Source: an optimization exercise on an open RTL-to-GDS flow (aim: small area, a short achievable clock period and few clock cycles). Production flows keep margins and buffers that such runs may drop.
Only simulation tests tie the RTL to the original design; equivalence was not proved.

$ cat design/flow/design.v
module mux #(parameter N = 32)(
	input [N-1:0] in1,in2,
	input sel,
	output [N-1:0] out
);
	assign out = !sel ? in1 : in2;
endmodule	
module sign_extend(
	input [15:0] in,
	output [31:0] out
);
	assign out = {{16{in[15]}},in[15:0]};
endmodule
module shift_left_twice #(parameter N = 32,M = 32)(
	input [N-1:0] in,
	output [M-1:0] out
);
	assign out = {{(M-N){1'b0}},in} << 2;
endmodule
module alu(
	input [31:0] src_a,src_b,
	input [2:0] alu_control,
	output reg [31:0] alu_result,
	output reg zero_flag
);
	always @(*)begin
		alu_result = {32{1'b0}};
		zero_flag = 1'b1;
		case(alu_control)
			3'b000 : alu_result = src_a & src_b;
			3'b001 : alu_result = src_a | src_b;
			3'b010 : alu_result = src_a + src_b;
			3'b100 : alu_result = src_a - src_b;
			3'b101 : alu_result = src_a * src_b;
			3'b110 : alu_result = src_a < src_b;
		endcase
		if(alu_result)
			zero_flag = 1'b0;
	end
endmodule
module pc(
	input clk,arst_n,
	input [31:0] next_inst,
	output reg [31:0] current_inst
);
	always @(posedge clk,negedge arst_n)begin
		if(!arst_n)
			current_inst <= {32{1'b0}};
		else
			current_inst <= next_inst;
	end
endmodule
module reg_file(
	input clk,we,
	input [4:0] a1,a2,a3,
	input [31:0] wd,
	output [31:0] rd1,rd2
);
	reg [31:0] sram [0:31];
	assign rd1 = (a1 == 5'd0) ? 32'd0 : sram[a1];  
	assign rd2 = (a2 == 5'd0) ? 32'd0 : sram[a2];
	always @(posedge clk)begin
		if(we && a3 != 5'd0)
			sram[a3] <= wd;
	end
endmodule
module main_decoder(
	input [5:0] op_code,
	output reg jump,mem_w,reg_w,reg_dest,alu_src,mem_to_reg,branch,
	output reg [1:0] alu_op
);
	always @(*)begin
		{jump,alu_op,mem_w,reg_w,reg_dest,alu_src,mem_to_reg,branch} = {9{1'b0}};
		case(op_code)
			6'b10_0011 : {jump,alu_op,mem_w,reg_w,reg_dest,alu_src,mem_to_reg,branch} = 9'b0_00_0_1_0_1_1_0;
			6'b10_1011 : {jump,alu_op,mem_w,reg_w,reg_dest,alu_src,mem_to_reg,branch} = 9'b0_00_1_0_0_1_1_0;
			6'b00_0000 : {jump,alu_op,mem_w,reg_w,reg_dest,alu_src,mem_to_reg,branch} = 9'b0_10_0_1_1_0_0_0;
			6'b00_1000 : {jump,alu_op,mem_w,reg_w,reg_dest,alu_src,mem_to_reg,branch} = 9'b0_00_0_1_0_1_0_0;
			6'b00_0100 : {jump,alu_op,mem_w,reg_w,reg_dest,alu_src,mem_to_reg,branch} = 9'b0_01_0_0_0_0_0_1;
			6'b00_0010 : {jump,alu_op,mem_w,reg_w,reg_dest,alu_src,mem_to_reg,branch} = 9'b1_00_0_0_0_0_0_0;
		endcase
	end
endmodule 
module alu_decoder(
	input [1:0] alu_op,
	input [5:0] funct,
	output reg [2:0] alu_control
);
	always @(*)begin
		if(alu_op == 2'b10)begin
			case(funct)
				6'b10_0000 : alu_control = 3'b010;
				6'b10_0010 : alu_control = 3'b100;
				6'b10_1010 : alu_control = 3'b110;
				6'b01_1100 : alu_control = 3'b101;
				default    : alu_control = 3'b010;
			endcase
		end
		else if(alu_op == 2'b01)
			alu_control = 3'b100;
		else
			alu_control = 3'b010;
	end 
endmodule
module control_unit(
	input [5:0] op_code,
	input [5:0] funct,
	input zero_flag,
	output [2:0] alu_control,
	output jump,mem_w,reg_w,reg_dest,alu_src,mem_to_reg,pc_src
);
	wire [1:0] alu_op;
	wire branch;
	assign pc_src = branch & zero_flag;
	main_decoder  main_decoder(
		.alu_op(alu_op),
		.jump(jump),
		.mem_w(mem_w),
		.reg_w(reg_w),
		.reg_dest(reg_dest),
		.alu_src(alu_src),
		.mem_to_reg(mem_to_reg),
		.branch(branch),
		.op_code(op_code)
	);
	alu_decoder alu_decoder(
		.alu_control(alu_control),
		.funct(funct),
		.alu_op(alu_op)
	);
endmodule
module data_path(
	input clk,arst_n,reg_write,reg_dest,alu_src,mem_to_reg,pc_src,jump,
	input [2:0] alu_control,
	input [25:0] instr,
	input [31:0] mem_read_data,
	output [31:0] current_inst,alu_out,mem_write_data,
	output zero_flag
);	
	wire [31:0] next_inst;
	wire [31:0] rd1,rd2;
	wire [4:0] a3;
	wire [31:0] wd;
	assign mem_write_data = rd2;
	wire [31:0] src_b;
	wire [31:0] sign_imm;
	wire [31:0] branch_out,pc_plus4,pc_branch;
	wire [31:0] pc_jump;
	wire [31:0] sign_imm_shifted;
	wire [27:0] jump_shifted; 
	assign pc_jump = {pc_plus4[31:28],jump_shifted};
	pc program_counter(.current_inst(current_inst),.clk(clk),.arst_n(arst_n),.next_inst(next_inst));
	reg_file reg_file(
		.rd1(rd1),.rd2(rd2),.clk(clk),.we(reg_write),.a1(instr[25:21]),.a2(instr[20:16]),.a3(a3),.wd(wd)
	);
	alu alu(.alu_result(alu_out),.zero_flag(zero_flag),.src_a(rd1),.src_b(src_b),.alu_control(alu_control));
	mux mux_alu_src(.out(src_b),.in1(rd2),.in2(sign_imm),.sel(alu_src));
	mux #(5) mux_reg_dest(.out(a3),.in1(instr[20:16]),.in2(instr[15:11]),.sel(reg_dest));
	mux mux_branch(.out(branch_out),.in1(pc_plus4),.in2(pc_branch),.sel(pc_src));
	mux mux_jumb(.out(next_inst),.in1(branch_out),.in2(pc_jump),.sel(jump));
	mux mux_result(.out(wd),.in1(alu_out),.in2(mem_read_data),.sel(mem_to_reg));
	sign_extend sign_extend(.out(sign_imm),.in(instr[15:0]));
	shift_left_twice sll_branch(.out(sign_imm_shifted),.in(sign_imm));
	shift_left_twice #(26,28) sll_jump(.out(jump_shifted),.in(instr[25:0]));
	alu adder_branch(.alu_result(pc_branch),.zero_flag(),.src_a(sign_imm_shifted),.src_b(pc_plus4),.alu_control(3'b010));
	alu adder_counter(.alu_result(pc_plus4),.zero_flag(),.src_a(current_inst),.src_b(32'd4),.alu_control(3'b010));
endmodule
module mips(
	input clk,arst_n,
	input[31:0] instr,mem_read_data,
	output [31:0] current_inst,alu_out,mem_write_data,
	output mem_write
);
	wire mem_w,zero_flag,reg_write,reg_dest,alu_src,mem_to_reg,pc_src,jump;
	wire [2:0] alu_control;
	assign mem_write = mem_w & arst_n;
	control_unit control_unit(
		.mem_w(mem_w),
		.reg_w(reg_write),
		.reg_dest(reg_dest),
		.alu_src(alu_src),
		.mem_to_reg(mem_to_reg),
		.pc_src(pc_src),
		.jump(jump),
		.alu_control(alu_control),
		.op_code(instr[31:26]),
		.funct(instr[5:0]),
		.zero_flag(zero_flag)
	);
	data_path data_path(
		.current_inst(current_inst),
		.alu_out(alu_out),
		.mem_write_data(mem_write_data),
		.zero_flag(zero_flag),
		.clk(clk),
		.arst_n(arst_n),
		.instr(instr[25:0]),
		.mem_read_data(mem_read_data),
		.reg_write(reg_write),
		.reg_dest(reg_dest),
		.alu_src(alu_src),
		.mem_to_reg(mem_to_reg),
		.pc_src(pc_src),
		.jump(jump),
		.alu_control(alu_control)
	);
endmodule 
$ cat design/flow/run.sh
#!/bin/bash
# synth_recipe.tcl (not shown) runs the flow's synth.tcl, then flattens the netlist and writes it again
# the make line also repeats each setting of config.mk as NAME=value (left out here)
make -C /OpenROAD-flow-scripts/flow DESIGN_CONFIG=/design/flow/config.mk WORK_HOME=/design/flow/orfs CLKGATE_MAP_FILE= SYNTH_SCRIPT=/design/flow/synth_recipe.tcl finish
$ cat design/flow/config.mk
export PLATFORM = sky130hd
export DESIGN_NAME = mips
export DESIGN_NICKNAME = mips
export VERILOG_FILES = /design/flow/design.v
export SDC_FILE = /design/flow/constraint.sdc
export NUM_CORES = 8
export LEC_CHECK = 0
export CAP_MARGIN = 20
export CORE_MARGIN = 2
export CORE_UTILIZATION = 40
export SLEW_MARGIN = 20
$ cat design/flow/constraint.sdc
create_clock -name core_clock -period 22.0 [get_ports {clk}]
set_input_delay 4.4000 -clock core_clock [delete_from_list [all_inputs] [get_ports {clk}]]
set_output_delay 4.4000 -clock core_clock [all_outputs]
set_load 0.01 [all_outputs]
==> run notes <==
## kinds of logic after synthesis
group	Yosys count	synth area share, %
adders and majority gates	640	15.6
xor gates and xnor gates	137	1.82
DFF	1054	44.2
and+or+nand+nor	1185	7.27
other	1	0.00526
muxes	703	18.3
buffers and inverters	885	5.44
AOI/OAI and AO/OA	737	7.43
## sequential cells by signal, summed over array words and instances (netlist names)
signal,count
data_path.program_counter.current_inst,30
data_path.reg_file.sram,1024
## cell usage in the layout (no fill, tap or decap), types with 144 or more instances in the layout
cell and count:
a21oi_1 144, buf_4 201, clkdlybuf4s50_1 150, edfxtp_1 1024, fa_1 411, ha_1 229
inv_1 549, mux2i_1 162, mux4_2 471, nand2_1 383, nor2_1 454
## critical path: cells and delay by family
family / cells / cell delay (ps)
muxes: 1 / 560
adders and majority gates: 8 / 3260
AOI/OAI and AO/OA: 11 / 3300
xor gates and xnor gates: 1 / 110
and+or+nand+nor: 4 / 1190
buffers and inverters: 11 / 3340
## metal layers
layer / GRT usage (%) / up-vias / part of all wire (%)
li1: - / 20192 / -
met5: 0 / - / 0.026
met2: 46.4 / 3314 / 45
met1: 38.4 / 26295 / 36
met3: 7.18 / 812 / 11
met4: 16.9 / 12 / 6.9
## stage by stage
stage                     hold slack [ps]
final                                 622
after global routing                  649
after CTS                             619
after detailed placement              610
after global placement                594
after floorplan                       631
## final cells by class
cell class	instances	area [sq um]	area share (%)
Multi-Input combinational cell	3436	36500	45.8
Antenna cell	9	22.5	0.0283
Clock inverter	64	483	0.606
Sequential cell	1054	31500	39.5
Inverter	570	2140	2.69
Tap cell	2340	2930	3.68
Timing Repair Buffer	364	3200	4.02
Clock buffer	138	2900	3.64
## synthesized netlist by cell type (41+ instances only)
| cell | n |
|---|---|
| edfxtp_1 | 1024 |
| inv_1 | 550 |
| nor2_1 | 486 |
| mux4_2 | 471 |
| fa_1 | 411 |
| nand2_1 | 384 |
| ha_1 | 229 |
| mux2i_1 | 165 |
| a21oi_1 | 157 |
| clkbuf_1 | 155 |
| xnor2_1 | 89 |
| mux2_2 | 67 |
| o21ai_0 | 63 |
| buf_2 | 58 |
| nand3_1 | 56 |
| a31oi_1 | 55 |
| o221ai_1 | 49 |
| buf_4 | 43 |
| nor3_1 | 43 |
| a21o_1 | 41 |
| xor2_1 | 41 |
## how the worst max path moves through the flow
stage / from / end / slack [ps] / depth (start not counted)
finish: instr[16] / alu_out[31] / 1170 / 36
global route: instr[16] / alu_out[31] / 650 / 36
global placement: instr[16] / alu_out[31] / 1080 / 36
detailed placement: instr[16] / alu_out[31] / 1040 / 37
floorplan: instr[21] / alu_out[31] / 3390 / 39
CTS: instr[16] / alu_out[31] / 1010 / 36
==> metrics.md <==
| Metric | Value |
|---|---|
| DIE WIDTH | `426 um` |
| Pin count of the biggest net entering global routing | `84` |
| Top FF cell, synth | `edfxtp_1` |
| Root buffer cell | `clkbuf_16` |
| Hold endpoint | `data_path.program_counter.current_inst[31]$_DFF_PN0_` |
| Post-synth top area cell | `edfxtp_1` |
| Fill count | `15,927` |
| Final ANT Viol Nets | `0` |
| Drt pass-1 iters | `6` |
| Max transition margin | `between 10% and 20%` |
| CP Data Required Time | `17,600 ps` |
| CP Max Fanout | `74` |
| Final cell count without fillers | `between 7,000 and 8,000` |
| Asr flop ratio synth | `~2.8%` |
| Post-route clock period utilization | `between 90% and 100%` |
| Number of global-route vias before repair | `50,766` |
| GRT Util Overall | `about 30%` |
| Die area | `around 180,000 sq um` |
| Max-slew violation count | `0` |
| RSZ-0062 raised after global routing | `false` |
| Clock Latency Late Sink | `approximately 730 ps` |
| Top cell type's share of synthesized area | `~43%` |
| Fmax | `0.0480 GHz` |
| Setup TNS | `0 ps` |
| CP Capture Type | `primary output` |
| Final RePlAce weighted congestion | `~1` |
| Synth top area cells | `edfxtp_1, mux4_2, fa_1` |
| Inst Count DP | `~7,800` |
| Clock Tree Buf Depth | `3` |
| CTS tree | `yes` |
| Via density | `roughly 6.3` |
| Clk sink count | `1,054` |
| Final wirelength | `roughly 270,000 um` |
| DP Worst Slack | `1040 ps` |
| Post_cts resized | `0` |
| Worst stage delay on the critical path | `between 600 and 700 ps` |
| Crit start category | `primary input` |
| Synthesis Warnings | `5` |
| Hpwl dp | `~180,000 um` |
| HP Start | `data_path.program_counter.current_inst[31]$_DFF_PN0_` |
| Crit-path slowest cell | `a211oi_2` |
| Post-synth EDFFs | `slightly above 1,000` |
| R2R Path Start | `data_path.reg_file.sram[5][6]$_DFFE_PP_` |
| Top-Level Pins | `around 160` |
| Mapped Cells | `5,342` |
| Setup Viol. Count Final | `0` |
| Initial Utilization | `40.4%` |
| Syn Area/Cell | `13.3 sq um` |
| Post-layout util | `45.1%` |
| Drc violations | `0` |
| Final min period | `20,830 ps` |
| Outcome | `timing/DRC/antenna clean` |
| Post-CTS setup buffer count | `0` |
| DP Area | `roughly 76,000 sq um` |
| Worst-margin pin slew | `between 1000 and 1500 ps` |
| Clock transition at path regs | `approximately 60 ps` |
| Post-synth cell types | `94` |
| Core Region | `about 180,000 sq um` |
| Share of cells above drive strength 1 | `around 19%` |
| Layout Area Growth over Synthesis | `11.8%` |
| Initial antenna violation count | `16` |
| FF-to-FF path depth | `37` |
| Die Ht | `between 400 and 500 um` |
| Max cap viols | `0` |
| GRT overflow | `0` |
| Clk_skew | `between 50 and 60 ps` |
| FP Rows | `154` |
| Critical path class | `primary input to primary output` |
| Worst R2R Setup Slack | `~10,000 ps` |
| DR vias | `50,625` |
| Synthesized flop and latch total | `around 1,100` |
| Hold/Removal Path Class | `register to register` |
| First-pass GRT wire length | `about 380,000 um` |
| Cell area after layout | `roughly 80,000 sq um` |
| CP arrival | `16,430 ps` |
| Hold Buf Count CTS | `0` |
| Number of buffers created by CTS | `between 100 and 150` |
| Mapped Area | `between 70,000 and 80,000 sq um` |
| Nets | `6,243` |
| Htree depth | `3` |
| Worst setup margin | `1170 ps` |
| IO Port Bufs | `160` |
| Reg2Reg Capture Point | `data_path.program_counter.current_inst[24]$_DFF_PN0_` |
| Avg WL per Cell | `between 30 and 40 um` |
| Final Hold Fails | `0` |
| Sequential fraction of the synthesis area | `between 40 and 50%` |
| Hold depth | `2` |
| Initial DRC Count | `between 6,000 and 7,000` |
Testbench counts, summed over its fixed seeds: cycles 129,497.

==> re-timing with driven ports <==
In the flow no input, the clock included, has a driving cell. The finished layout below was timed again as built, in two steps. Step 1 (the two cells are an assumption about what drives the block):
set clk [get_ports {clk}]
set_driving_cell -lib_cell sky130_fd_sc_hd__clkbuf_16 $clk
set_driving_cell -lib_cell sky130_fd_sc_hd__buf_2 [delete_from_list [all_inputs] $clk]
Step 2 moves the port delays by t, midway between the first and last clock arrival at a register: inputs arrive t later, outputs are due t later. That takes back most of the time a late clock gives input paths. Slacks: no drivers / after step 1 / after step 2; pairs: no drivers / after step 1.
t, ns: 0.788
slack for setup (ns): 1.167 / 1.119 / 1.119
worst data-port slew with drivers (ns): 0.10
After both steps setup and hold are still met in this run. For this run, drivers alone change the setup slack by -0.048 ns; drivers and shift together by -0.048 ns.
